Background: an optimization exercise with open tools, aiming at small area. Do not read the settings as production practice. No functional check of the RTL was part of this run.

==> design.v <==
module processing_element (
    input clk, reset,
    input [15:0] in_a, in_b,
    output reg [15:0] out_a, out_b,
    output reg [31:0] acc
);
  wire [15:0] na, nb;
  pe_inv16 u_ia (.a(in_a), .y(na));
  pe_inv16 u_ib (.a(in_b), .y(nb));
  wire pp_0_0 = ~(na[0] | nb[0]);
  wire pp_0_1 = ~(na[0] | nb[1]);
  wire pp_0_2 = ~(na[0] | nb[2]);
  wire pp_0_3 = ~(na[0] | nb[3]);
  wire pp_0_4 = ~(na[0] | nb[4]);
  wire pp_0_5 = ~(na[0] | nb[5]);
  wire pp_0_6 = ~(na[0] | nb[6]);
  wire pp_0_7 = ~(na[0] | nb[7]);
  wire pp_0_8 = ~(na[0] | nb[8]);
  wire pp_0_9 = ~(na[0] | nb[9]);
  wire pp_0_10 = ~(na[0] | nb[10]);
  wire pp_0_11 = ~(na[0] | nb[11]);
  wire pp_0_12 = ~(na[0] | nb[12]);
  wire pp_0_13 = ~(na[0] | nb[13]);
  wire pp_0_14 = ~(na[0] | nb[14]);
  wire pp_0_15 = ~(na[0] | nb[15]);
  wire pp_1_0 = ~(na[1] | nb[0]);
  wire pp_1_1 = ~(na[1] | nb[1]);
  wire pp_1_2 = ~(na[1] | nb[2]);
  wire pp_1_3 = ~(na[1] | nb[3]);
  wire pp_1_4 = ~(na[1] | nb[4]);
  wire pp_1_5 = ~(na[1] | nb[5]);
  wire pp_1_6 = ~(na[1] | nb[6]);
  wire pp_1_7 = ~(na[1] | nb[7]);
  wire pp_1_8 = ~(na[1] | nb[8]);
  wire pp_1_9 = ~(na[1] | nb[9]);
  wire pp_1_10 = ~(na[1] | nb[10]);
  wire pp_1_11 = ~(na[1] | nb[11]);
  wire pp_1_12 = ~(na[1] | nb[12]);
  wire pp_1_13 = ~(na[1] | nb[13]);
  wire pp_1_14 = ~(na[1] | nb[14]);
  wire pp_1_15 = ~(na[1] | nb[15]);
  wire pp_2_0 = ~(na[2] | nb[0]);
  wire pp_2_1 = ~(na[2] | nb[1]);
  wire pp_2_2 = ~(na[2] | nb[2]);
  wire pp_2_3 = ~(na[2] | nb[3]);
  wire pp_2_4 = ~(na[2] | nb[4]);
  wire pp_2_5 = ~(na[2] | nb[5]);
  wire pp_2_6 = ~(na[2] | nb[6]);
  wire pp_2_7 = ~(na[2] | nb[7]);
  wire pp_2_8 = ~(na[2] | nb[8]);
  wire pp_2_9 = ~(na[2] | nb[9]);
  wire pp_2_10 = ~(na[2] | nb[10]);
  wire pp_2_11 = ~(na[2] | nb[11]);
  wire pp_2_12 = ~(na[2] | nb[12]);
  wire pp_2_13 = ~(na[2] | nb[13]);
  wire pp_2_14 = ~(na[2] | nb[14]);
  wire pp_2_15 = ~(na[2] | nb[15]);
  wire pp_3_0 = ~(na[3] | nb[0]);
  wire pp_3_1 = ~(na[3] | nb[1]);
  wire pp_3_2 = ~(na[3] | nb[2]);
  wire pp_3_3 = ~(na[3] | nb[3]);
  wire pp_3_4 = ~(na[3] | nb[4]);
  wire pp_3_5 = ~(na[3] | nb[5]);
  wire pp_3_6 = ~(na[3] | nb[6]);
  wire pp_3_7 = ~(na[3] | nb[7]);
  wire pp_3_8 = ~(na[3] | nb[8]);
  wire pp_3_9 = ~(na[3] | nb[9]);
  wire pp_3_10 = ~(na[3] | nb[10]);
  wire pp_3_11 = ~(na[3] | nb[11]);
  wire pp_3_12 = ~(na[3] | nb[12]);
  wire pp_3_13 = ~(na[3] | nb[13]);
  wire pp_3_14 = ~(na[3] | nb[14]);
  wire pp_3_15 = ~(na[3] | nb[15]);
  wire pp_4_0 = ~(na[4] | nb[0]);
  wire pp_4_1 = ~(na[4] | nb[1]);
  wire pp_4_2 = ~(na[4] | nb[2]);
  wire pp_4_3 = ~(na[4] | nb[3]);
  wire pp_4_4 = ~(na[4] | nb[4]);
  wire pp_4_5 = ~(na[4] | nb[5]);
  wire pp_4_6 = ~(na[4] | nb[6]);
  wire pp_4_7 = ~(na[4] | nb[7]);
  wire pp_4_8 = ~(na[4] | nb[8]);
  wire pp_4_9 = ~(na[4] | nb[9]);
  wire pp_4_10 = ~(na[4] | nb[10]);
  wire pp_4_11 = ~(na[4] | nb[11]);
  wire pp_4_12 = ~(na[4] | nb[12]);
  wire pp_4_13 = ~(na[4] | nb[13]);
  wire pp_4_14 = ~(na[4] | nb[14]);
  wire pp_4_15 = ~(na[4] | nb[15]);
  wire pp_5_0 = ~(na[5] | nb[0]);
  wire pp_5_1 = ~(na[5] | nb[1]);
  wire pp_5_2 = ~(na[5] | nb[2]);
  wire pp_5_3 = ~(na[5] | nb[3]);
  wire pp_5_4 = ~(na[5] | nb[4]);
  wire pp_5_5 = ~(na[5] | nb[5]);
  wire pp_5_6 = ~(na[5] | nb[6]);
  wire pp_5_7 = ~(na[5] | nb[7]);
  wire pp_5_8 = ~(na[5] | nb[8]);
  wire pp_5_9 = ~(na[5] | nb[9]);
  wire pp_5_10 = ~(na[5] | nb[10]);
  wire pp_5_11 = ~(na[5] | nb[11]);
  wire pp_5_12 = ~(na[5] | nb[12]);
  wire pp_5_13 = ~(na[5] | nb[13]);
  wire pp_5_14 = ~(na[5] | nb[14]);
  wire pp_5_15 = ~(na[5] | nb[15]);
  wire pp_6_0 = ~(na[6] | nb[0]);
  wire pp_6_1 = ~(na[6] | nb[1]);
  wire pp_6_2 = ~(na[6] | nb[2]);
  wire pp_6_3 = ~(na[6] | nb[3]);
  wire pp_6_4 = ~(na[6] | nb[4]);
  wire pp_6_5 = ~(na[6] | nb[5]);
  wire pp_6_6 = ~(na[6] | nb[6]);
  wire pp_6_7 = ~(na[6] | nb[7]);
  wire pp_6_8 = ~(na[6] | nb[8]);
  wire pp_6_9 = ~(na[6] | nb[9]);
  wire pp_6_10 = ~(na[6] | nb[10]);
  wire pp_6_11 = ~(na[6] | nb[11]);
  wire pp_6_12 = ~(na[6] | nb[12]);
  wire pp_6_13 = ~(na[6] | nb[13]);
  wire pp_6_14 = ~(na[6] | nb[14]);
  wire pp_6_15 = ~(na[6] | nb[15]);
  wire pp_7_0 = ~(na[7] | nb[0]);
  wire pp_7_1 = ~(na[7] | nb[1]);
  wire pp_7_2 = ~(na[7] | nb[2]);
  wire pp_7_3 = ~(na[7] | nb[3]);
  wire pp_7_4 = ~(na[7] | nb[4]);
  wire pp_7_5 = ~(na[7] | nb[5]);
  wire pp_7_6 = ~(na[7] | nb[6]);
  wire pp_7_7 = ~(na[7] | nb[7]);
  wire pp_7_8 = ~(na[7] | nb[8]);
  wire pp_7_9 = ~(na[7] | nb[9]);
  wire pp_7_10 = ~(na[7] | nb[10]);
  wire pp_7_11 = ~(na[7] | nb[11]);
  wire pp_7_12 = ~(na[7] | nb[12]);
  wire pp_7_13 = ~(na[7] | nb[13]);
  wire pp_7_14 = ~(na[7] | nb[14]);
  wire pp_7_15 = ~(na[7] | nb[15]);
  wire pp_8_0 = ~(na[8] | nb[0]);
  wire pp_8_1 = ~(na[8] | nb[1]);
  wire pp_8_2 = ~(na[8] | nb[2]);
  wire pp_8_3 = ~(na[8] | nb[3]);
  wire pp_8_4 = ~(na[8] | nb[4]);
  wire pp_8_5 = ~(na[8] | nb[5]);
  wire pp_8_6 = ~(na[8] | nb[6]);
  wire pp_8_7 = ~(na[8] | nb[7]);
  wire pp_8_8 = ~(na[8] | nb[8]);
  wire pp_8_9 = ~(na[8] | nb[9]);
  wire pp_8_10 = ~(na[8] | nb[10]);
  wire pp_8_11 = ~(na[8] | nb[11]);
  wire pp_8_12 = ~(na[8] | nb[12]);
  wire pp_8_13 = ~(na[8] | nb[13]);
  wire pp_8_14 = ~(na[8] | nb[14]);
  wire pp_8_15 = ~(na[8] | nb[15]);
  wire pp_9_0 = ~(na[9] | nb[0]);
  wire pp_9_1 = ~(na[9] | nb[1]);
  wire pp_9_2 = ~(na[9] | nb[2]);
  wire pp_9_3 = ~(na[9] | nb[3]);
  wire pp_9_4 = ~(na[9] | nb[4]);
  wire pp_9_5 = ~(na[9] | nb[5]);
  wire pp_9_6 = ~(na[9] | nb[6]);
  wire pp_9_7 = ~(na[9] | nb[7]);
  wire pp_9_8 = ~(na[9] | nb[8]);
  wire pp_9_9 = ~(na[9] | nb[9]);
  wire pp_9_10 = ~(na[9] | nb[10]);
  wire pp_9_11 = ~(na[9] | nb[11]);
  wire pp_9_12 = ~(na[9] | nb[12]);
  wire pp_9_13 = ~(na[9] | nb[13]);
  wire pp_9_14 = ~(na[9] | nb[14]);
  wire pp_9_15 = ~(na[9] | nb[15]);
  wire pp_10_0 = ~(na[10] | nb[0]);
  wire pp_10_1 = ~(na[10] | nb[1]);
  wire pp_10_2 = ~(na[10] | nb[2]);
  wire pp_10_3 = ~(na[10] | nb[3]);
  wire pp_10_4 = ~(na[10] | nb[4]);
  wire pp_10_5 = ~(na[10] | nb[5]);
  wire pp_10_6 = ~(na[10] | nb[6]);
  wire pp_10_7 = ~(na[10] | nb[7]);
  wire pp_10_8 = ~(na[10] | nb[8]);
  wire pp_10_9 = ~(na[10] | nb[9]);
  wire pp_10_10 = ~(na[10] | nb[10]);
  wire pp_10_11 = ~(na[10] | nb[11]);
  wire pp_10_12 = ~(na[10] | nb[12]);
  wire pp_10_13 = ~(na[10] | nb[13]);
  wire pp_10_14 = ~(na[10] | nb[14]);
  wire pp_10_15 = ~(na[10] | nb[15]);
  wire pp_11_0 = ~(na[11] | nb[0]);
  wire pp_11_1 = ~(na[11] | nb[1]);
  wire pp_11_2 = ~(na[11] | nb[2]);
  wire pp_11_3 = ~(na[11] | nb[3]);
  wire pp_11_4 = ~(na[11] | nb[4]);
  wire pp_11_5 = ~(na[11] | nb[5]);
  wire pp_11_6 = ~(na[11] | nb[6]);
  wire pp_11_7 = ~(na[11] | nb[7]);
  wire pp_11_8 = ~(na[11] | nb[8]);
  wire pp_11_9 = ~(na[11] | nb[9]);
  wire pp_11_10 = ~(na[11] | nb[10]);
  wire pp_11_11 = ~(na[11] | nb[11]);
  wire pp_11_12 = ~(na[11] | nb[12]);
  wire pp_11_13 = ~(na[11] | nb[13]);
  wire pp_11_14 = ~(na[11] | nb[14]);
  wire pp_11_15 = ~(na[11] | nb[15]);
  wire pp_12_0 = ~(na[12] | nb[0]);
  wire pp_12_1 = ~(na[12] | nb[1]);
  wire pp_12_2 = ~(na[12] | nb[2]);
  wire pp_12_3 = ~(na[12] | nb[3]);
  wire pp_12_4 = ~(na[12] | nb[4]);
  wire pp_12_5 = ~(na[12] | nb[5]);
  wire pp_12_6 = ~(na[12] | nb[6]);
  wire pp_12_7 = ~(na[12] | nb[7]);
  wire pp_12_8 = ~(na[12] | nb[8]);
  wire pp_12_9 = ~(na[12] | nb[9]);
  wire pp_12_10 = ~(na[12] | nb[10]);
  wire pp_12_11 = ~(na[12] | nb[11]);
  wire pp_12_12 = ~(na[12] | nb[12]);
  wire pp_12_13 = ~(na[12] | nb[13]);
  wire pp_12_14 = ~(na[12] | nb[14]);
  wire pp_12_15 = ~(na[12] | nb[15]);
  wire pp_13_0 = ~(na[13] | nb[0]);
  wire pp_13_1 = ~(na[13] | nb[1]);
  wire pp_13_2 = ~(na[13] | nb[2]);
  wire pp_13_3 = ~(na[13] | nb[3]);
  wire pp_13_4 = ~(na[13] | nb[4]);
  wire pp_13_5 = ~(na[13] | nb[5]);
  wire pp_13_6 = ~(na[13] | nb[6]);
  wire pp_13_7 = ~(na[13] | nb[7]);
  wire pp_13_8 = ~(na[13] | nb[8]);
  wire pp_13_9 = ~(na[13] | nb[9]);
  wire pp_13_10 = ~(na[13] | nb[10]);
  wire pp_13_11 = ~(na[13] | nb[11]);
  wire pp_13_12 = ~(na[13] | nb[12]);
  wire pp_13_13 = ~(na[13] | nb[13]);
  wire pp_13_14 = ~(na[13] | nb[14]);
  wire pp_13_15 = ~(na[13] | nb[15]);
  wire pp_14_0 = ~(na[14] | nb[0]);
  wire pp_14_1 = ~(na[14] | nb[1]);
  wire pp_14_2 = ~(na[14] | nb[2]);
  wire pp_14_3 = ~(na[14] | nb[3]);
  wire pp_14_4 = ~(na[14] | nb[4]);
  wire pp_14_5 = ~(na[14] | nb[5]);
  wire pp_14_6 = ~(na[14] | nb[6]);
  wire pp_14_7 = ~(na[14] | nb[7]);
  wire pp_14_8 = ~(na[14] | nb[8]);
  wire pp_14_9 = ~(na[14] | nb[9]);
  wire pp_14_10 = ~(na[14] | nb[10]);
  wire pp_14_11 = ~(na[14] | nb[11]);
  wire pp_14_12 = ~(na[14] | nb[12]);
  wire pp_14_13 = ~(na[14] | nb[13]);
  wire pp_14_14 = ~(na[14] | nb[14]);
  wire pp_14_15 = ~(na[14] | nb[15]);
  wire pp_15_0 = ~(na[15] | nb[0]);
  wire pp_15_1 = ~(na[15] | nb[1]);
  wire pp_15_2 = ~(na[15] | nb[2]);
  wire pp_15_3 = ~(na[15] | nb[3]);
  wire pp_15_4 = ~(na[15] | nb[4]);
  wire pp_15_5 = ~(na[15] | nb[5]);
  wire pp_15_6 = ~(na[15] | nb[6]);
  wire pp_15_7 = ~(na[15] | nb[7]);
  wire pp_15_8 = ~(na[15] | nb[8]);
  wire pp_15_9 = ~(na[15] | nb[9]);
  wire pp_15_10 = ~(na[15] | nb[10]);
  wire pp_15_11 = ~(na[15] | nb[11]);
  wire pp_15_12 = ~(na[15] | nb[12]);
  wire pp_15_13 = ~(na[15] | nb[13]);
  wire pp_15_14 = ~(na[15] | nb[14]);
  wire pp_15_15 = ~(na[15] | nb[15]);
  wire s1, c2;
  pe_ha u_s1 (.a(acc[12]), .b(pp_0_12), .s(s1), .co(c2));
  wire s3, c4;
  pe_fa u_s3 (.a(acc[13]), .b(pp_0_13), .c(pp_1_12), .s(s3), .co(c4));
  wire s5, c6;
  pe_ha u_s5 (.a(pp_2_11), .b(pp_3_10), .s(s5), .co(c6));
  wire s7, c8;
  pe_fa u_s7 (.a(acc[14]), .b(pp_0_14), .c(pp_1_13), .s(s7), .co(c8));
  wire s9, c10;
  pe_fa u_s9 (.a(pp_2_12), .b(pp_3_11), .c(pp_4_10), .s(s9), .co(c10));
  wire s11, c12;
  pe_ha u_s11 (.a(pp_5_9), .b(pp_6_8), .s(s11), .co(c12));
  wire s13, c14;
  pe_fa u_s13 (.a(acc[15]), .b(pp_0_15), .c(pp_1_14), .s(s13), .co(c14));
  wire s15, c16;
  pe_fa u_s15 (.a(pp_2_13), .b(pp_3_12), .c(pp_4_11), .s(s15), .co(c16));
  wire s17, c18;
  pe_fa u_s17 (.a(pp_5_10), .b(pp_6_9), .c(pp_7_8), .s(s17), .co(c18));
  wire s19, c20;
  pe_ha u_s19 (.a(pp_8_7), .b(pp_9_6), .s(s19), .co(c20));
  wire s21, c22;
  pe_fa u_s21 (.a(acc[16]), .b(pp_1_15), .c(pp_2_14), .s(s21), .co(c22));
  wire s23, c24;
  pe_fa u_s23 (.a(pp_3_13), .b(pp_4_12), .c(pp_5_11), .s(s23), .co(c24));
  wire s25, c26;
  pe_fa u_s25 (.a(pp_6_10), .b(pp_7_9), .c(pp_8_8), .s(s25), .co(c26));
  wire s27, c28;
  pe_ha u_s27 (.a(pp_9_7), .b(pp_10_6), .s(s27), .co(c28));
  wire s29, c30;
  pe_fa u_s29 (.a(acc[17]), .b(pp_2_15), .c(pp_3_14), .s(s29), .co(c30));
  wire s31, c32;
  pe_fa u_s31 (.a(pp_4_13), .b(pp_5_12), .c(pp_6_11), .s(s31), .co(c32));
  wire s33, c34;
  pe_fa u_s33 (.a(pp_7_10), .b(pp_8_9), .c(pp_9_8), .s(s33), .co(c34));
  wire s35, c36;
  pe_fa u_s35 (.a(acc[18]), .b(pp_3_15), .c(pp_4_14), .s(s35), .co(c36));
  wire s37, c38;
  pe_fa u_s37 (.a(pp_5_13), .b(pp_6_12), .c(pp_7_11), .s(s37), .co(c38));
  wire s39, c40;
  pe_fa u_s39 (.a(acc[19]), .b(pp_4_15), .c(pp_5_14), .s(s39), .co(c40));
  wire s41, c42;
  pe_ha u_s41 (.a(acc[8]), .b(pp_0_8), .s(s41), .co(c42));
  wire s43, c44;
  pe_fa u_s43 (.a(acc[9]), .b(pp_0_9), .c(pp_1_8), .s(s43), .co(c44));
  wire s45, c46;
  pe_ha u_s45 (.a(pp_2_7), .b(pp_3_6), .s(s45), .co(c46));
  wire s47, c48;
  pe_fa u_s47 (.a(acc[10]), .b(pp_0_10), .c(pp_1_9), .s(s47), .co(c48));
  wire s49, c50;
  pe_fa u_s49 (.a(pp_2_8), .b(pp_3_7), .c(pp_4_6), .s(s49), .co(c50));
  wire s51, c52;
  pe_ha u_s51 (.a(pp_5_5), .b(pp_6_4), .s(s51), .co(c52));
  wire s53, c54;
  pe_fa u_s53 (.a(acc[11]), .b(pp_0_11), .c(pp_1_10), .s(s53), .co(c54));
  wire s55, c56;
  pe_fa u_s55 (.a(pp_2_9), .b(pp_3_8), .c(pp_4_7), .s(s55), .co(c56));
  wire s57, c58;
  pe_fa u_s57 (.a(pp_5_6), .b(pp_6_5), .c(pp_7_4), .s(s57), .co(c58));
  wire s59, c60;
  pe_ha u_s59 (.a(pp_8_3), .b(pp_9_2), .s(s59), .co(c60));
  wire s61, c62;
  pe_fa u_s61 (.a(pp_1_11), .b(pp_2_10), .c(pp_3_9), .s(s61), .co(c62));
  wire s63, c64;
  pe_fa u_s63 (.a(pp_4_8), .b(pp_5_7), .c(pp_6_6), .s(s63), .co(c64));
  wire s65, c66;
  pe_fa u_s65 (.a(pp_7_5), .b(pp_8_4), .c(pp_9_3), .s(s65), .co(c66));
  wire s67, c68;
  pe_fa u_s67 (.a(pp_10_2), .b(pp_11_1), .c(pp_12_0), .s(s67), .co(c68));
  wire s69, c70;
  pe_fa u_s69 (.a(pp_4_9), .b(pp_5_8), .c(pp_6_7), .s(s69), .co(c70));
  wire s71, c72;
  pe_fa u_s71 (.a(pp_7_6), .b(pp_8_5), .c(pp_9_4), .s(s71), .co(c72));
  wire s73, c74;
  pe_fa u_s73 (.a(pp_10_3), .b(pp_11_2), .c(pp_12_1), .s(s73), .co(c74));
  wire s75, c76;
  pe_fa u_s75 (.a(pp_13_0), .b(c2), .c(s5), .s(s75), .co(c76));
  wire s77, c78;
  pe_fa u_s77 (.a(pp_7_7), .b(pp_8_6), .c(pp_9_5), .s(s77), .co(c78));
  wire s79, c80;
  pe_fa u_s79 (.a(pp_10_4), .b(pp_11_3), .c(pp_12_2), .s(s79), .co(c80));
  wire s81, c82;
  pe_fa u_s81 (.a(pp_13_1), .b(pp_14_0), .c(c6), .s(s81), .co(c82));
  wire s83, c84;
  pe_fa u_s83 (.a(s11), .b(c4), .c(c70), .s(s83), .co(c84));
  wire s85, c86;
  pe_fa u_s85 (.a(pp_10_5), .b(pp_11_4), .c(pp_12_3), .s(s85), .co(c86));
  wire s87, c88;
  pe_fa u_s87 (.a(pp_13_2), .b(pp_14_1), .c(pp_15_0), .s(s87), .co(c88));
  wire s89, c90;
  pe_fa u_s89 (.a(c12), .b(s19), .c(c8), .s(s89), .co(c90));
  wire s91, c92;
  pe_fa u_s91 (.a(c10), .b(c78), .c(c80), .s(s91), .co(c92));
  wire s93, c94;
  pe_fa u_s93 (.a(pp_11_5), .b(pp_12_4), .c(pp_13_3), .s(s93), .co(c94));
  wire s95, c96;
  pe_fa u_s95 (.a(pp_14_2), .b(pp_15_1), .c(c20), .s(s95), .co(c96));
  wire s97, c98;
  pe_fa u_s97 (.a(s27), .b(c14), .c(c16), .s(s97), .co(c98));
  wire s99, c100;
  pe_fa u_s99 (.a(c18), .b(c86), .c(c88), .s(s99), .co(c100));
  wire s101, c102;
  pe_fa u_s101 (.a(pp_10_7), .b(pp_11_6), .c(pp_12_5), .s(s101), .co(c102));
  wire s103, c104;
  pe_fa u_s103 (.a(pp_13_4), .b(pp_14_3), .c(pp_15_2), .s(s103), .co(c104));
  wire s105, c106;
  pe_fa u_s105 (.a(c28), .b(c22), .c(c24), .s(s105), .co(c106));
  wire s107, c108;
  pe_fa u_s107 (.a(c26), .b(c94), .c(s29), .s(s107), .co(c108));
  wire s109, c110;
  pe_fa u_s109 (.a(pp_8_10), .b(pp_9_9), .c(pp_10_8), .s(s109), .co(c110));
  wire s111, c112;
  pe_fa u_s111 (.a(pp_11_7), .b(pp_12_6), .c(pp_13_5), .s(s111), .co(c112));
  wire s113, c114;
  pe_fa u_s113 (.a(pp_14_4), .b(pp_15_3), .c(c30), .s(s113), .co(c114));
  wire s115, c116;
  pe_fa u_s115 (.a(c32), .b(c34), .c(c102), .s(s115), .co(c116));
  wire s117, c118;
  pe_fa u_s117 (.a(pp_6_13), .b(pp_7_12), .c(pp_8_11), .s(s117), .co(c118));
  wire s119, c120;
  pe_fa u_s119 (.a(pp_9_10), .b(pp_10_9), .c(pp_11_8), .s(s119), .co(c120));
  wire s121, c122;
  pe_fa u_s121 (.a(pp_12_7), .b(pp_13_6), .c(pp_14_5), .s(s121), .co(c122));
  wire s123, c124;
  pe_fa u_s123 (.a(pp_15_4), .b(c36), .c(c38), .s(s123), .co(c124));
  wire s125, c126;
  pe_fa u_s125 (.a(acc[20]), .b(pp_5_15), .c(pp_6_14), .s(s125), .co(c126));
  wire s127, c128;
  pe_fa u_s127 (.a(pp_7_13), .b(pp_8_12), .c(pp_9_11), .s(s127), .co(c128));
  wire s129, c130;
  pe_fa u_s129 (.a(pp_10_10), .b(pp_11_9), .c(pp_12_8), .s(s129), .co(c130));
  wire s131, c132;
  pe_fa u_s131 (.a(pp_13_7), .b(pp_14_6), .c(pp_15_5), .s(s131), .co(c132));
  wire s133, c134;
  pe_fa u_s133 (.a(acc[21]), .b(pp_6_15), .c(pp_7_14), .s(s133), .co(c134));
  wire s135, c136;
  pe_fa u_s135 (.a(pp_8_13), .b(pp_9_12), .c(pp_10_11), .s(s135), .co(c136));
  wire s137, c138;
  pe_fa u_s137 (.a(pp_11_10), .b(pp_12_9), .c(pp_13_8), .s(s137), .co(c138));
  wire s139, c140;
  pe_fa u_s139 (.a(acc[22]), .b(pp_7_15), .c(pp_8_14), .s(s139), .co(c140));
  wire s141, c142;
  pe_fa u_s141 (.a(pp_9_13), .b(pp_10_12), .c(pp_11_11), .s(s141), .co(c142));
  wire s143, c144;
  pe_fa u_s143 (.a(acc[23]), .b(pp_8_15), .c(pp_9_14), .s(s143), .co(c144));
  wire s145, c146;
  pe_ha u_s145 (.a(acc[5]), .b(pp_0_5), .s(s145), .co(c146));
  wire s147, c148;
  pe_fa u_s147 (.a(acc[6]), .b(pp_0_6), .c(pp_1_5), .s(s147), .co(c148));
  wire s149, c150;
  pe_ha u_s149 (.a(pp_2_4), .b(pp_3_3), .s(s149), .co(c150));
  wire s151, c152;
  pe_fa u_s151 (.a(acc[7]), .b(pp_0_7), .c(pp_1_6), .s(s151), .co(c152));
  wire s153, c154;
  pe_fa u_s153 (.a(pp_2_5), .b(pp_3_4), .c(pp_4_3), .s(s153), .co(c154));
  wire s155, c156;
  pe_ha u_s155 (.a(pp_5_2), .b(pp_6_1), .s(s155), .co(c156));
  wire s157, c158;
  pe_fa u_s157 (.a(pp_1_7), .b(pp_2_6), .c(pp_3_5), .s(s157), .co(c158));
  wire s159, c160;
  pe_fa u_s159 (.a(pp_4_4), .b(pp_5_3), .c(pp_6_2), .s(s159), .co(c160));
  wire s161, c162;
  pe_fa u_s161 (.a(pp_7_1), .b(pp_8_0), .c(c156), .s(s161), .co(c162));
  wire s163, c164;
  pe_fa u_s163 (.a(pp_4_5), .b(pp_5_4), .c(pp_6_3), .s(s163), .co(c164));
  wire s165, c166;
  pe_fa u_s165 (.a(pp_7_2), .b(pp_8_1), .c(pp_9_0), .s(s165), .co(c166));
  wire s167, c168;
  pe_fa u_s167 (.a(c42), .b(s45), .c(c158), .s(s167), .co(c168));
  wire s169, c170;
  pe_fa u_s169 (.a(pp_7_3), .b(pp_8_2), .c(pp_9_1), .s(s169), .co(c170));
  wire s171, c172;
  pe_fa u_s171 (.a(pp_10_0), .b(c46), .c(s51), .s(s171), .co(c172));
  wire s173, c174;
  pe_fa u_s173 (.a(c44), .b(c164), .c(c166), .s(s173), .co(c174));
  wire s175, c176;
  pe_fa u_s175 (.a(pp_10_1), .b(pp_11_0), .c(c52), .s(s175), .co(c176));
  wire s177, c178;
  pe_fa u_s177 (.a(s59), .b(c48), .c(c50), .s(s177), .co(c178));
  wire s179, c180;
  pe_fa u_s179 (.a(c170), .b(s53), .c(s55), .s(s179), .co(c180));
  wire s181, c182;
  pe_fa u_s181 (.a(c60), .b(s1), .c(c54), .s(s181), .co(c182));
  wire s183, c184;
  pe_fa u_s183 (.a(c56), .b(c58), .c(s61), .s(s183), .co(c184));
  wire s185, c186;
  pe_fa u_s185 (.a(s63), .b(s65), .c(s67), .s(s185), .co(c186));
  wire s187, c188;
  pe_fa u_s187 (.a(c62), .b(c64), .c(c66), .s(s187), .co(c188));
  wire s189, c190;
  pe_fa u_s189 (.a(c68), .b(s3), .c(s69), .s(s189), .co(c190));
  wire s191, c192;
  pe_fa u_s191 (.a(s71), .b(s73), .c(s75), .s(s191), .co(c192));
  wire s193, c194;
  pe_fa u_s193 (.a(c72), .b(c74), .c(s7), .s(s193), .co(c194));
  wire s195, c196;
  pe_fa u_s195 (.a(s9), .b(s77), .c(s79), .s(s195), .co(c196));
  wire s197, c198;
  pe_fa u_s197 (.a(s81), .b(c76), .c(c188), .s(s197), .co(c198));
  wire s199, c200;
  pe_fa u_s199 (.a(s13), .b(s15), .c(s17), .s(s199), .co(c200));
  wire s201, c202;
  pe_fa u_s201 (.a(s85), .b(s87), .c(c82), .s(s201), .co(c202));
  wire s203, c204;
  pe_fa u_s203 (.a(c84), .b(c194), .c(c196), .s(s203), .co(c204));
  wire s205, c206;
  pe_fa u_s205 (.a(s21), .b(s23), .c(s25), .s(s205), .co(c206));
  wire s207, c208;
  pe_fa u_s207 (.a(s93), .b(s95), .c(c90), .s(s207), .co(c208));
  wire s209, c210;
  pe_fa u_s209 (.a(c92), .b(c200), .c(s97), .s(s209), .co(c210));
  wire s211, c212;
  pe_fa u_s211 (.a(s31), .b(s33), .c(s101), .s(s211), .co(c212));
  wire s213, c214;
  pe_fa u_s213 (.a(s103), .b(c96), .c(c98), .s(s213), .co(c214));
  wire s215, c216;
  pe_fa u_s215 (.a(c100), .b(c206), .c(s105), .s(s215), .co(c216));
  wire s217, c218;
  pe_fa u_s217 (.a(c104), .b(s35), .c(s37), .s(s217), .co(c218));
  wire s219, c220;
  pe_fa u_s219 (.a(s109), .b(s111), .c(c106), .s(s219), .co(c220));
  wire s221, c222;
  pe_fa u_s221 (.a(c108), .b(c212), .c(s113), .s(s221), .co(c222));
  wire s223, c224;
  pe_fa u_s223 (.a(c110), .b(c112), .c(s39), .s(s223), .co(c224));
  wire s225, c226;
  pe_fa u_s225 (.a(s117), .b(s119), .c(s121), .s(s225), .co(c226));
  wire s227, c228;
  pe_fa u_s227 (.a(c114), .b(c116), .c(c218), .s(s227), .co(c228));
  wire s229, c230;
  pe_fa u_s229 (.a(c40), .b(c118), .c(c120), .s(s229), .co(c230));
  wire s231, c232;
  pe_fa u_s231 (.a(c122), .b(s125), .c(s127), .s(s231), .co(c232));
  wire s233, c234;
  pe_fa u_s233 (.a(s129), .b(s131), .c(c124), .s(s233), .co(c234));
  wire s235, c236;
  pe_fa u_s235 (.a(pp_14_7), .b(pp_15_6), .c(c126), .s(s235), .co(c236));
  wire s237, c238;
  pe_fa u_s237 (.a(c128), .b(c130), .c(c132), .s(s237), .co(c238));
  wire s239, c240;
  pe_fa u_s239 (.a(s133), .b(s135), .c(s137), .s(s239), .co(c240));
  wire s241, c242;
  pe_fa u_s241 (.a(pp_12_10), .b(pp_13_9), .c(pp_14_8), .s(s241), .co(c242));
  wire s243, c244;
  pe_fa u_s243 (.a(pp_15_7), .b(c134), .c(c136), .s(s243), .co(c244));
  wire s245, c246;
  pe_fa u_s245 (.a(c138), .b(s139), .c(s141), .s(s245), .co(c246));
  wire s247, c248;
  pe_fa u_s247 (.a(pp_10_13), .b(pp_11_12), .c(pp_12_11), .s(s247), .co(c248));
  wire s249, c250;
  pe_fa u_s249 (.a(pp_13_10), .b(pp_14_9), .c(pp_15_8), .s(s249), .co(c250));
  wire s251, c252;
  pe_fa u_s251 (.a(c140), .b(c142), .c(c242), .s(s251), .co(c252));
  wire s253, c254;
  pe_fa u_s253 (.a(acc[24]), .b(pp_9_15), .c(pp_10_14), .s(s253), .co(c254));
  wire s255, c256;
  pe_fa u_s255 (.a(pp_11_13), .b(pp_12_12), .c(pp_13_11), .s(s255), .co(c256));
  wire s257, c258;
  pe_fa u_s257 (.a(pp_14_10), .b(pp_15_9), .c(c144), .s(s257), .co(c258));
  wire s259, c260;
  pe_fa u_s259 (.a(acc[25]), .b(pp_10_15), .c(pp_11_14), .s(s259), .co(c260));
  wire s261, c262;
  pe_fa u_s261 (.a(pp_12_13), .b(pp_13_12), .c(pp_14_11), .s(s261), .co(c262));
  wire s263, c264;
  pe_fa u_s263 (.a(acc[26]), .b(pp_11_15), .c(pp_12_14), .s(s263), .co(c264));
  wire s265, c266;
  pe_ha u_s265 (.a(acc[3]), .b(pp_0_3), .s(s265), .co(c266));
  wire s267, c268;
  pe_fa u_s267 (.a(acc[4]), .b(pp_0_4), .c(pp_1_3), .s(s267), .co(c268));
  wire s269, c270;
  pe_ha u_s269 (.a(pp_2_2), .b(pp_3_1), .s(s269), .co(c270));
  wire s271, c272;
  pe_fa u_s271 (.a(pp_1_4), .b(pp_2_3), .c(pp_3_2), .s(s271), .co(c272));
  wire s273, c274;
  pe_fa u_s273 (.a(pp_4_1), .b(pp_5_0), .c(c270), .s(s273), .co(c274));
  wire s275, c276;
  pe_fa u_s275 (.a(pp_4_2), .b(pp_5_1), .c(pp_6_0), .s(s275), .co(c276));
  wire s277, c278;
  pe_fa u_s277 (.a(c146), .b(s149), .c(c272), .s(s277), .co(c278));
  wire s279, c280;
  pe_fa u_s279 (.a(pp_7_0), .b(c150), .c(s155), .s(s279), .co(c280));
  wire s281, c282;
  pe_fa u_s281 (.a(c148), .b(c276), .c(s151), .s(s281), .co(c282));
  wire s283, c284;
  pe_fa u_s283 (.a(s41), .b(c152), .c(c154), .s(s283), .co(c284));
  wire s285, c286;
  pe_fa u_s285 (.a(s157), .b(s159), .c(s161), .s(s285), .co(c286));
  wire s287, c288;
  pe_fa u_s287 (.a(c160), .b(s43), .c(s163), .s(s287), .co(c288));
  wire s289, c290;
  pe_fa u_s289 (.a(s165), .b(c162), .c(c284), .s(s289), .co(c290));
  wire s291, c292;
  pe_fa u_s291 (.a(s47), .b(s49), .c(s169), .s(s291), .co(c292));
  wire s293, c294;
  pe_fa u_s293 (.a(s171), .b(c168), .c(c288), .s(s293), .co(c294));
  wire s295, c296;
  pe_fa u_s295 (.a(s57), .b(s175), .c(c172), .s(s295), .co(c296));
  wire s297, c298;
  pe_fa u_s297 (.a(c174), .b(c292), .c(s177), .s(s297), .co(c298));
  wire s299, c300;
  pe_fa u_s299 (.a(c176), .b(c178), .c(c180), .s(s299), .co(c300));
  wire s301, c302;
  pe_fa u_s301 (.a(s181), .b(s183), .c(s185), .s(s301), .co(c302));
  wire s303, c304;
  pe_fa u_s303 (.a(c182), .b(c184), .c(c186), .s(s303), .co(c304));
  wire s305, c306;
  pe_fa u_s305 (.a(s187), .b(s189), .c(s191), .s(s305), .co(c306));
  wire s307, c308;
  pe_fa u_s307 (.a(c190), .b(s83), .c(s193), .s(s307), .co(c308));
  wire s309, c310;
  pe_fa u_s309 (.a(s195), .b(c192), .c(s197), .s(s309), .co(c310));
  wire s311, c312;
  pe_fa u_s311 (.a(s89), .b(s91), .c(s199), .s(s311), .co(c312));
  wire s313, c314;
  pe_fa u_s313 (.a(s201), .b(c198), .c(c308), .s(s313), .co(c314));
  wire s315, c316;
  pe_fa u_s315 (.a(s99), .b(s205), .c(c202), .s(s315), .co(c316));
  wire s317, c318;
  pe_fa u_s317 (.a(c204), .b(s207), .c(c312), .s(s317), .co(c318));
  wire s319, c320;
  pe_fa u_s319 (.a(s107), .b(s211), .c(c208), .s(s319), .co(c320));
  wire s321, c322;
  pe_fa u_s321 (.a(s213), .b(c210), .c(s215), .s(s321), .co(c322));
  wire s323, c324;
  pe_fa u_s323 (.a(s115), .b(s217), .c(c214), .s(s323), .co(c324));
  wire s325, c326;
  pe_fa u_s325 (.a(s219), .b(c216), .c(s221), .s(s325), .co(c326));
  wire s327, c328;
  pe_fa u_s327 (.a(s123), .b(s223), .c(s225), .s(s327), .co(c328));
  wire s329, c330;
  pe_fa u_s329 (.a(c220), .b(c222), .c(s227), .s(s329), .co(c330));
  wire s331, c332;
  pe_fa u_s331 (.a(c224), .b(c226), .c(s229), .s(s331), .co(c332));
  wire s333, c334;
  pe_fa u_s333 (.a(s231), .b(c228), .c(s233), .s(s333), .co(c334));
  wire s335, c336;
  pe_fa u_s335 (.a(c230), .b(c232), .c(s235), .s(s335), .co(c336));
  wire s337, c338;
  pe_fa u_s337 (.a(s237), .b(s239), .c(c234), .s(s337), .co(c338));
  wire s339, c340;
  pe_fa u_s339 (.a(s241), .b(c236), .c(c238), .s(s339), .co(c340));
  wire s341, c342;
  pe_fa u_s341 (.a(c240), .b(s243), .c(s245), .s(s341), .co(c342));
  wire s343, c344;
  pe_fa u_s343 (.a(s143), .b(s247), .c(s249), .s(s343), .co(c344));
  wire s345, c346;
  pe_fa u_s345 (.a(c244), .b(c246), .c(s251), .s(s345), .co(c346));
  wire s347, c348;
  pe_fa u_s347 (.a(c248), .b(c250), .c(s253), .s(s347), .co(c348));
  wire s349, c350;
  pe_fa u_s349 (.a(s255), .b(c252), .c(c344), .s(s349), .co(c350));
  wire s351, c352;
  pe_fa u_s351 (.a(pp_15_10), .b(c254), .c(c256), .s(s351), .co(c352));
  wire s353, c354;
  pe_fa u_s353 (.a(s259), .b(s261), .c(c258), .s(s353), .co(c354));
  wire s355, c356;
  pe_fa u_s355 (.a(pp_13_13), .b(pp_14_12), .c(pp_15_11), .s(s355), .co(c356));
  wire s357, c358;
  pe_fa u_s357 (.a(c260), .b(c262), .c(s263), .s(s357), .co(c358));
  wire s359, c360;
  pe_fa u_s359 (.a(acc[27]), .b(pp_12_15), .c(pp_13_14), .s(s359), .co(c360));
  wire s361, c362;
  pe_fa u_s361 (.a(pp_14_13), .b(pp_15_12), .c(c264), .s(s361), .co(c362));
  wire s363, c364;
  pe_fa u_s363 (.a(acc[28]), .b(pp_13_15), .c(pp_14_14), .s(s363), .co(c364));
  wire s365, c366;
  pe_ha u_s365 (.a(acc[2]), .b(pp_0_2), .s(s365), .co(c366));
  wire s367, c368;
  pe_fa u_s367 (.a(pp_1_2), .b(pp_2_1), .c(pp_3_0), .s(s367), .co(c368));
  wire s369, c370;
  pe_fa u_s369 (.a(pp_4_0), .b(c266), .c(s269), .s(s369), .co(c370));
  wire s371, c372;
  pe_fa u_s371 (.a(s145), .b(c268), .c(s271), .s(s371), .co(c372));
  wire s373, c374;
  pe_fa u_s373 (.a(s147), .b(s275), .c(c274), .s(s373), .co(c374));
  wire s375, c376;
  pe_fa u_s375 (.a(s153), .b(s279), .c(c278), .s(s375), .co(c376));
  wire s377, c378;
  pe_fa u_s377 (.a(c280), .b(c282), .c(s283), .s(s377), .co(c378));
  wire s379, c380;
  pe_fa u_s379 (.a(s167), .b(s287), .c(c286), .s(s379), .co(c380));
  wire s381, c382;
  pe_fa u_s381 (.a(s173), .b(s291), .c(c290), .s(s381), .co(c382));
  wire s383, c384;
  pe_fa u_s383 (.a(s179), .b(s295), .c(c294), .s(s383), .co(c384));
  wire s385, c386;
  pe_fa u_s385 (.a(c296), .b(c298), .c(s299), .s(s385), .co(c386));
  wire s387, c388;
  pe_fa u_s387 (.a(c300), .b(c302), .c(s303), .s(s387), .co(c388));
  wire s389, c390;
  pe_fa u_s389 (.a(c304), .b(s307), .c(c306), .s(s389), .co(c390));
  wire s391, c392;
  pe_fa u_s391 (.a(s203), .b(s311), .c(c310), .s(s391), .co(c392));
  wire s393, c394;
  pe_fa u_s393 (.a(s209), .b(s315), .c(c314), .s(s393), .co(c394));
  wire s395, c396;
  pe_fa u_s395 (.a(c316), .b(s319), .c(c318), .s(s395), .co(c396));
  wire s397, c398;
  pe_fa u_s397 (.a(c320), .b(s323), .c(c322), .s(s397), .co(c398));
  wire s399, c400;
  pe_fa u_s399 (.a(s327), .b(c324), .c(c326), .s(s399), .co(c400));
  wire s401, c402;
  pe_fa u_s401 (.a(c328), .b(s331), .c(c330), .s(s401), .co(c402));
  wire s403, c404;
  pe_fa u_s403 (.a(c332), .b(s335), .c(c334), .s(s403), .co(c404));
  wire s405, c406;
  pe_fa u_s405 (.a(s339), .b(c336), .c(s341), .s(s405), .co(c406));
  wire s407, c408;
  pe_fa u_s407 (.a(s343), .b(c340), .c(c342), .s(s407), .co(c408));
  wire s409, c410;
  pe_fa u_s409 (.a(s257), .b(s347), .c(c346), .s(s409), .co(c410));
  wire s411, c412;
  pe_fa u_s411 (.a(c348), .b(s351), .c(c350), .s(s411), .co(c412));
  wire s413, c414;
  pe_fa u_s413 (.a(s355), .b(c352), .c(s357), .s(s413), .co(c414));
  wire s415, c416;
  pe_fa u_s415 (.a(c356), .b(s359), .c(c358), .s(s415), .co(c416));
  wire s417, c418;
  pe_fa u_s417 (.a(pp_15_13), .b(c360), .c(s363), .s(s417), .co(c418));
  wire s419, c420;
  pe_fa u_s419 (.a(acc[29]), .b(pp_14_15), .c(pp_15_14), .s(s419), .co(c420));
  wire s421, c422;
  pe_ha u_s421 (.a(acc[1]), .b(pp_0_1), .s(s421), .co(c422));
  wire s423, c424;
  pe_fa u_s423 (.a(pp_1_1), .b(pp_2_0), .c(c422), .s(s423), .co(c424));
  wire s425, c426;
  pe_fa u_s425 (.a(c366), .b(s265), .c(s367), .s(s425), .co(c426));
  wire s427, c428;
  pe_fa u_s427 (.a(c368), .b(s267), .c(s369), .s(s427), .co(c428));
  wire s429, c430;
  pe_fa u_s429 (.a(s273), .b(c370), .c(s371), .s(s429), .co(c430));
  wire s431, c432;
  pe_fa u_s431 (.a(c372), .b(s277), .c(s373), .s(s431), .co(c432));
  wire s433, c434;
  pe_fa u_s433 (.a(s281), .b(c374), .c(s375), .s(s433), .co(c434));
  wire s435, c436;
  pe_fa u_s435 (.a(s285), .b(c376), .c(s377), .s(s435), .co(c436));
  wire s437, c438;
  pe_fa u_s437 (.a(s289), .b(c378), .c(s379), .s(s437), .co(c438));
  wire s439, c440;
  pe_fa u_s439 (.a(s293), .b(c380), .c(s381), .s(s439), .co(c440));
  wire s441, c442;
  pe_fa u_s441 (.a(s297), .b(c382), .c(s383), .s(s441), .co(c442));
  wire s443, c444;
  pe_fa u_s443 (.a(s301), .b(c384), .c(s385), .s(s443), .co(c444));
  wire s445, c446;
  pe_fa u_s445 (.a(s305), .b(c386), .c(s387), .s(s445), .co(c446));
  wire s447, c448;
  pe_fa u_s447 (.a(s309), .b(c388), .c(s389), .s(s447), .co(c448));
  wire s449, c450;
  pe_fa u_s449 (.a(s313), .b(c390), .c(s391), .s(s449), .co(c450));
  wire s451, c452;
  pe_fa u_s451 (.a(s317), .b(c392), .c(s393), .s(s451), .co(c452));
  wire s453, c454;
  pe_fa u_s453 (.a(s321), .b(c394), .c(s395), .s(s453), .co(c454));
  wire s455, c456;
  pe_fa u_s455 (.a(s325), .b(c396), .c(s397), .s(s455), .co(c456));
  wire s457, c458;
  pe_fa u_s457 (.a(s329), .b(c398), .c(s399), .s(s457), .co(c458));
  wire s459, c460;
  pe_fa u_s459 (.a(s333), .b(c400), .c(s401), .s(s459), .co(c460));
  wire s461, c462;
  pe_fa u_s461 (.a(s337), .b(s403), .c(c402), .s(s461), .co(c462));
  wire s463, c464;
  pe_fa u_s463 (.a(c338), .b(s405), .c(c404), .s(s463), .co(c464));
  wire s465, c466;
  pe_fa u_s465 (.a(s345), .b(c406), .c(s407), .s(s465), .co(c466));
  wire s467, c468;
  pe_fa u_s467 (.a(s349), .b(c408), .c(s409), .s(s467), .co(c468));
  wire s469, c470;
  pe_fa u_s469 (.a(s353), .b(c410), .c(s411), .s(s469), .co(c470));
  wire s471, c472;
  pe_fa u_s471 (.a(c354), .b(s413), .c(c412), .s(s471), .co(c472));
  wire s473, c474;
  pe_fa u_s473 (.a(s361), .b(c414), .c(s415), .s(s473), .co(c474));
  wire s475, c476;
  pe_fa u_s475 (.a(c362), .b(s417), .c(c416), .s(s475), .co(c476));
  wire s477, c478;
  pe_fa u_s477 (.a(c364), .b(s419), .c(c418), .s(s477), .co(c478));
  wire s479, c480;
  pe_fa u_s479 (.a(acc[30]), .b(pp_15_15), .c(c420), .s(s479), .co(c480));
  wire s481;
  assign s481 = acc[31] ^ c480;
  wire s482, c483;
  pe_ha u_s482 (.a(pp_0_0), .b(acc[0]), .s(s482), .co(c483));
  wire s484, c485;
  pe_fa u_s484 (.a(pp_1_0), .b(s421), .c(c483), .s(s484), .co(c485));
  wire s486, c487;
  pe_fa u_s486 (.a(s365), .b(s423), .c(c485), .s(s486), .co(c487));
  wire s488, c489;
  pe_fa u_s488 (.a(c424), .b(s425), .c(c487), .s(s488), .co(c489));
  wire s490, c491;
  pe_fa u_s490 (.a(c426), .b(s427), .c(c489), .s(s490), .co(c491));
  wire s492, c493;
  pe_fa u_s492 (.a(c428), .b(s429), .c(c491), .s(s492), .co(c493));
  wire s494, c495;
  pe_fa u_s494 (.a(c430), .b(s431), .c(c493), .s(s494), .co(c495));
  wire s496, c497;
  pe_fa u_s496 (.a(c432), .b(s433), .c(c495), .s(s496), .co(c497));
  wire s498, c499;
  pe_fa u_s498 (.a(c434), .b(s435), .c(c497), .s(s498), .co(c499));
  wire s500, c501;
  pe_fa u_s500 (.a(c436), .b(s437), .c(c499), .s(s500), .co(c501));
  wire g502 = c501;
  wire p503 = 1'b0;
  wire g504 = c438 & s439;
  wire p505 = c438 ^ s439;
  wire g506 = c440 & s441;
  wire p507 = c440 ^ s441;
  wire g508 = c442 & s443;
  wire p509 = c442 ^ s443;
  wire g510 = c444 & s445;
  wire p511 = c444 ^ s445;
  wire g512 = c446 & s447;
  wire p513 = c446 ^ s447;
  wire g514 = c448 & s449;
  wire p515 = c448 ^ s449;
  wire g516 = c450 & s451;
  wire p517 = c450 ^ s451;
  wire g518 = c452 & s453;
  wire p519 = c452 ^ s453;
  wire g520 = c454 & s455;
  wire p521 = c454 ^ s455;
  wire g522 = c456 & s457;
  wire p523 = c456 ^ s457;
  wire g524 = c458 & s459;
  wire p525 = c458 ^ s459;
  wire g526 = c460 & s461;
  wire p527 = c460 ^ s461;
  wire g528 = c462 & s463;
  wire p529 = c462 ^ s463;
  wire g530 = c464 & s465;
  wire p531 = c464 ^ s465;
  wire g532 = c466 & s467;
  wire p533 = c466 ^ s467;
  wire g534 = c468 & s469;
  wire p535 = c468 ^ s469;
  wire g536 = c470 & s471;
  wire p537 = c470 ^ s471;
  wire g538 = c472 & s473;
  wire p539 = c472 ^ s473;
  wire g540 = c474 & s475;
  wire p541 = c474 ^ s475;
  wire g542 = c476 & s477;
  wire p543 = c476 ^ s477;
  wire g544 = c478 & s479;
  wire p545 = c478 ^ s479;
  wire G546 = g504 | (p505 & g502);
  wire G547 = g508 | (p509 & g506);
  wire P548 = p509 & p507;
  wire G549 = g512 | (p513 & g510);
  wire P550 = p513 & p511;
  wire G551 = g516 | (p517 & g514);
  wire P552 = p517 & p515;
  wire G553 = g520 | (p521 & g518);
  wire P554 = p521 & p519;
  wire G555 = g524 | (p525 & g522);
  wire P556 = p525 & p523;
  wire G557 = g528 | (p529 & g526);
  wire P558 = p529 & p527;
  wire G559 = g532 | (p533 & g530);
  wire P560 = p533 & p531;
  wire G561 = g536 | (p537 & g534);
  wire P562 = p537 & p535;
  wire G563 = g540 | (p541 & g538);
  wire P564 = p541 & p539;
  wire G565 = g544 | (p545 & g542);
  wire P566 = p545 & p543;
  wire G567 = G547 | (P548 & G546);
  wire G568 = G551 | (P552 & G549);
  wire P569 = P552 & P550;
  wire G570 = G555 | (P556 & G553);
  wire P571 = P556 & P554;
  wire G572 = G559 | (P560 & G557);
  wire P573 = P560 & P558;
  wire G574 = G563 | (P564 & G561);
  wire P575 = P564 & P562;
  wire G576 = G568 | (P569 & G567);
  wire G577 = G572 | (P573 & G570);
  wire P578 = P573 & P571;
  wire G579 = G577 | (P578 & G576);
  wire G580 = G570 | (P571 & G576);
  wire G581 = G574 | (P575 & G579);
  wire G582 = G549 | (P550 & G567);
  wire G583 = G553 | (P554 & G576);
  wire G584 = G557 | (P558 & G580);
  wire G585 = G561 | (P562 & G579);
  wire G586 = G565 | (P566 & G581);
  wire G587 = g506 | (p507 & G546);
  wire G588 = g510 | (p511 & G567);
  wire G589 = g514 | (p515 & G582);
  wire G590 = g518 | (p519 & G576);
  wire G591 = g522 | (p523 & G583);
  wire G592 = g526 | (p527 & G580);
  wire G593 = g530 | (p531 & G584);
  wire G594 = g534 | (p535 & G579);
  wire G595 = g538 | (p539 & G585);
  wire G596 = g542 | (p543 & G581);
  wire o597 = p505 ^ g502;
  wire o598 = p507 ^ G546;
  wire o599 = p509 ^ G587;
  wire o600 = p511 ^ G567;
  wire o601 = p513 ^ G588;
  wire o602 = p515 ^ G582;
  wire o603 = p517 ^ G589;
  wire o604 = p519 ^ G576;
  wire o605 = p521 ^ G590;
  wire o606 = p523 ^ G583;
  wire o607 = p525 ^ G591;
  wire o608 = p527 ^ G580;
  wire o609 = p529 ^ G592;
  wire o610 = p531 ^ G584;
  wire o611 = p533 ^ G593;
  wire o612 = p535 ^ G579;
  wire o613 = p537 ^ G594;
  wire o614 = p539 ^ G585;
  wire o615 = p541 ^ G595;
  wire o616 = p543 ^ G581;
  wire o617 = p545 ^ G596;
  wire o618 = s481 ^ G586;
  wire [31:0] nxt;
  assign nxt[0] = s482;
  assign nxt[1] = s484;
  assign nxt[2] = s486;
  assign nxt[3] = s488;
  assign nxt[4] = s490;
  assign nxt[5] = s492;
  assign nxt[6] = s494;
  assign nxt[7] = s496;
  assign nxt[8] = s498;
  assign nxt[9] = s500;
  assign nxt[10] = o597;
  assign nxt[11] = o598;
  assign nxt[12] = o599;
  assign nxt[13] = o600;
  assign nxt[14] = o601;
  assign nxt[15] = o602;
  assign nxt[16] = o603;
  assign nxt[17] = o604;
  assign nxt[18] = o605;
  assign nxt[19] = o606;
  assign nxt[20] = o607;
  assign nxt[21] = o608;
  assign nxt[22] = o609;
  assign nxt[23] = o610;
  assign nxt[24] = o611;
  assign nxt[25] = o612;
  assign nxt[26] = o613;
  assign nxt[27] = o614;
  assign nxt[28] = o615;
  assign nxt[29] = o616;
  assign nxt[30] = o617;
  assign nxt[31] = o618;
  always @(posedge clk or posedge reset) begin
    if (reset) begin
      acc <= 32'b0; out_a <= 16'b0; out_b <= 16'b0;
    end else begin
      acc <= nxt;
      out_a <= in_a; out_b <= in_b;
    end
  end
endmodule
module pe_fa (input a, b, c, output s, co);
  assign s = a ^ b ^ c;
  assign co = (a & b) | (a & c) | (b & c);
endmodule
module pe_ha (input a, b, output s, co);
  assign s = a ^ b;
  assign co = a & b;
endmodule
module pe_inv16 (input [15:0] a, output [15:0] y);
  assign y = ~a;
endmodule
==> flow/run.sh <==
#!/bin/bash
# Standard ORFS layout, with smaller port buffers, synthesis buffers removed
# at floorplan, and a clock tree of small buffers without dummy loads.
set -euo pipefail
export BUFFER_PORTS_ARGS="-buffer_cell sky130_fd_sc_hd__buf_1"
export REMOVE_ABC_BUFFERS=1
export CTS_ARGS="-sink_clustering_enable -repair_clock_nets -dont_use_dummy_load -buf_list sky130_fd_sc_hd__clkbuf_8"
bash standard.sh > flow_make.log 2>&1
==> standard.sh <==
#!/bin/bash
# synth_recipe.tcl (not shown) runs the flow's synth.tcl, then flattens the netlist and writes it again
# the make line also repeats each setting of config.mk as NAME=value (left out here)
make -C /OpenROAD-flow-scripts/flow DESIGN_CONFIG=/design/flow/config.mk WORK_HOME=/design/flow/orfs CLKGATE_MAP_FILE= SYNTH_SCRIPT=/design/flow/synth_recipe.tcl "${@:-finish}"
==> config.mk <==
export PLATFORM = sky130hd
export DESIGN_NAME = processing_element
export DESIGN_NICKNAME = processing_element
export VERILOG_FILES = /design/flow/design.v
export SDC_FILE = /design/flow/constraint.sdc
export NUM_CORES = 4
export LEC_CHECK = 0
export CAP_MARGIN = 0
export CORE_MARGIN = 2
export CORE_UTILIZATION = 40
export GPL_TIMING_DRIVEN = 0
export SLEW_MARGIN = 0
export SYNTH_HIERARCHICAL = 1
==> constraint.sdc <==
create_clock -name core_clock -period 8.0 [get_ports {clk}]
set_input_delay 1.6000 -clock core_clock [delete_from_list [all_inputs] [get_ports {clk}]]
set_output_delay 1.6000 -clock core_clock [all_outputs]
set_load 0.01 [all_outputs]
==> impl_metrics.toml <==
[synthesis]
seq_area_frac_synth_pct = 18.4
syn_inst = 772
avgSynthCellArea_um2 = 11.3
synth_cell_types = 27
ys_warn_count = 7
synth_area_um2 = 8720
ys_ff_latch = 64

[final_layout]
area_delta_synth_final_pct = 9.84
fin_nets = 1156
mostFrequentLayoutCells = "nor2_1, fa_1, buf_1"
fillers = 2032
finish.utilization_pct = 44.3
diodes = 0
drive_gt1_share_pct = 6.67
stdcell_count = 1119
final_common_cell = "nor2_1"
fin_area_um2 = 9580

[worst_hold_path]
min_from = "acc[0]$_DFF_PP0_"
min_path_type = "reg2reg"
holdPathStages = 1
holdPathEnd = "acc[0]$_DFF_PP0_"

[status]
status = "no timing/DRC/antenna violations"

[clock_tree]
path_clk_slew_ps = 70
cts_hold_buf = 0
cts-root-buf = "clkbuf_8"
clock_latency_ps = 360
cts_made_buffers = 9
clockBufferDepth = 2
cts_tree = "yes"
htree_levels = 3
cts.sinks = 64

[timing]
tightest_slew_ps = 830
skew_ps = 11.8
setup_viol = 0
drv_slew = 0
rsz0062_at_grt = "no"
fin_crit_ps = 7750
fmax_mhz = 129
hold_violations = 0
maxSlewHeadroom_pct = 44.6
period_share_pct = 96.9
setup_tns_ps = 0

[detailed_routing]
postRouteAntennaNets = 0
drtIter0Drc = 315
wire_per_inst_um = 20.6
vias = 5875
wl_um = 23100
dr.pass1.iters = 5
vias_per_cell = 5.25
drc = 0

[setup_path]
path_class = "in2reg"
cpMostUsedCell = "fa_1"
required_ps = 8250
worstPathMaxFanout = 6
path_cells = "buf_1 -> clkinvlp_4 -> nor2_2 -> fa_1 -> fa_1 -> fa_1 -> fa_1 -> fa_1 -> fa_1 -> fa_2 -> fa_1 -> fa_2 -> fa_2 -> a211oi_4 -> o211ai_2 -> a41o_4 -> a21o_1 -> inv_1 -> o21ai_1 -> fa_1 -> xor2_1"
cp_slowest_cell = "fa_1"
r2r_setup_slack_ps = 1450
reg2reg_from = "acc[1]$_DFF_PP0_"
crit_path_start_kind = "input pin"
cp-end-kind = "flop"
ff2ff_path_depth = 19
critPathArrivalTime_ps = 8000
r2r-end = "acc[28]$_DFF_PP0_"
critPathMaxStageDelay_ps = 470
startpoint = "in_b[0]"

[global_routing]
grt_pass1_wl_um = 37900
grt_util_all_layers_pct = 22.5
grt_max_degree = 65
grt_pass1_vias = 6794
grt_antenna_before_repair = 0
globalRoute.totalOverflow = 0

[floorplan]
rows = 54
core_um2 = 21600
die_area_um2 = 23000
initial_utilization_pct = 40.3
die_y_um = 152
num_io_pins = 98
dieWidth_um = 152

[placed_design]
dpl.hpwl_um = 16600
dp_cells = 1085
place_area_um2 = 9200
portBuffers = 97
gp_congestion = 0.834

[run]
max_cap_viol_count = 0
per-module statistics from Yosys (local to each module, per instance):
module / flops+latches / cells / times used / area, um2
pe_ha: 0 / 1 / 17 / 12.5
pe_inv16: 0 / 16 / 2 / 60.1
pe_fa: 0 / 1 / 233 / 20.0
processing_element: 64 / 490 / 1 / 3730
synthesized netlist by cell type:
cell type,count,area (um2)
a21oi_1,10,50.1
xnor2_1,4,35.0
o21a_1,1,7.51
o211ai_2,1,12.5
and3_1,1,6.26
and2_1,1,6.26
ha_1,37,463
nand2_1,7,26.3
or3_1,2,12.5
a211oi_2,1,12.5
inv_1,47,176
o31ai_1,1,7.51
a21o_1,4,30.0
clkbuf_1,64,240
nand3_1,1,5.00
nor3_1,2,10.0
dfrtp_1,64,1600
xor2_1,7,61.3
nor2_1,259,972
a22oi_1,1,7.51
a21o_2,1,8.76
fa_1,244,4880
o21ai_0,6,30.0
a311oi_2,1,15.0
a41o_1,1,10.0
and4_1,1,8.76
o211ai_1,3,22.5
area by class of cell:
| class | instances | area, um2 | area share, % |
|---|---|---|---|
| multi-input combinational | 597 | 6740 | 70.3 |
| sequential | 64 | 1600 | 16.7 |
| timing repair buffer | 122 | 553 | 5.77 |
| tap | 280 | 350 | 3.66 |
| inverter | 47 | 216 | 2.26 |
| clock buffer | 9 | 124 | 1.29 |
registers in the layout (all words and copies together), names as in the netlist:
name and count:
acc 32, out_a 16, out_b 16
logic make-up after synthesis:
kind of cell             Yosys count  share of synthesized area, %
buffers and inverters            111                          4.78
AND/OR/NAND/NOR                  274                          12.0
XOR/XNOR                          11                          1.10
adder cells (fa/ha/maj)          281                          61.3
AO/OA/AOI/OAI                     31                          2.45
flip-flops                        64                          18.4
worst max-delay path, delay by kind of cell:
family | cells | cell delay (ps)
and+or+nand+nor | 1 | 170
buffers and inverters | 3 | 460
xor gates and xnor gates | 1 | 180
adders and majority gates | 11 | 4470
AOI/OAI and AO/OA | 5 | 1110
how the worst max path moves through the flow:
stage | endpoint | depth (start not counted) | slack, ps
floorplan | acc[30]$_DFF_PP0_ | 20 | 260
global placement | acc[28]$_DFF_PP0_ | 22 | -640
detailed placement | acc[28]$_DFF_PP0_ | 22 | -670
CTS | acc[28]$_DFF_PP0_ | 22 | 3
global route | acc[28]$_DFF_PP0_ | 20 | 30
finish | acc[28]$_DFF_PP0_ | 21 | 250
per-stage QoR:
step           hold WS, ps  setup WS [ps]
3_5_place_dp           484           -673
3_3_place_gp           480           -638
2_1_floorplan          532            259
4_1_cts                503           3.01
6_report               497            252
5_1_grt                540           30.4
routing by layer:
layer	vias to the layer above	GRT usage, %	share of wire [%]
met5	-	0	0
met4	0	6.67	3.0
met3	46	4.97	6.4
met2	241	38.9	51
met1	3152	28.6	39
li1	2436	-	-
timing repair:
| item | 4_1_cts | 5_1_grt |
|---|---|---|
| resized for setup | 8 | 12 |
| pin swaps | 0 | 2 |
| endpoints found under the hold margin | 0 | 0 |
| buffers inserted | 20 | 5 |
| endpoints found under the setup margin | 7 | 7 |

port drivers added, routing unchanged:
The flow's constraints put no driver on any port. The routed layout listed below was extracted and timed again, unchanged, in two steps.
Step 1 assumes that a clkbuf_16 drives the clock port and a buf_2 every other input.
Step 2 also shifts input and output timing later by t, the mid clock arrival at the registers, as if the neighbouring blocks saw the same clock.
Slacks: ideal ports / drivers / drivers and shift; pairs: ideal ports / drivers.
shift t [ns]: 0.395
slack for setup (ns): 0.252 / 0.256 / -0.139
worst setup path after step 2: input to register
Met with ideal ports but missed after step 2: setup timing in this run. For this run, drivers alone change the setup slack by +0.004 ns; drivers and shift together by -0.391 ns.
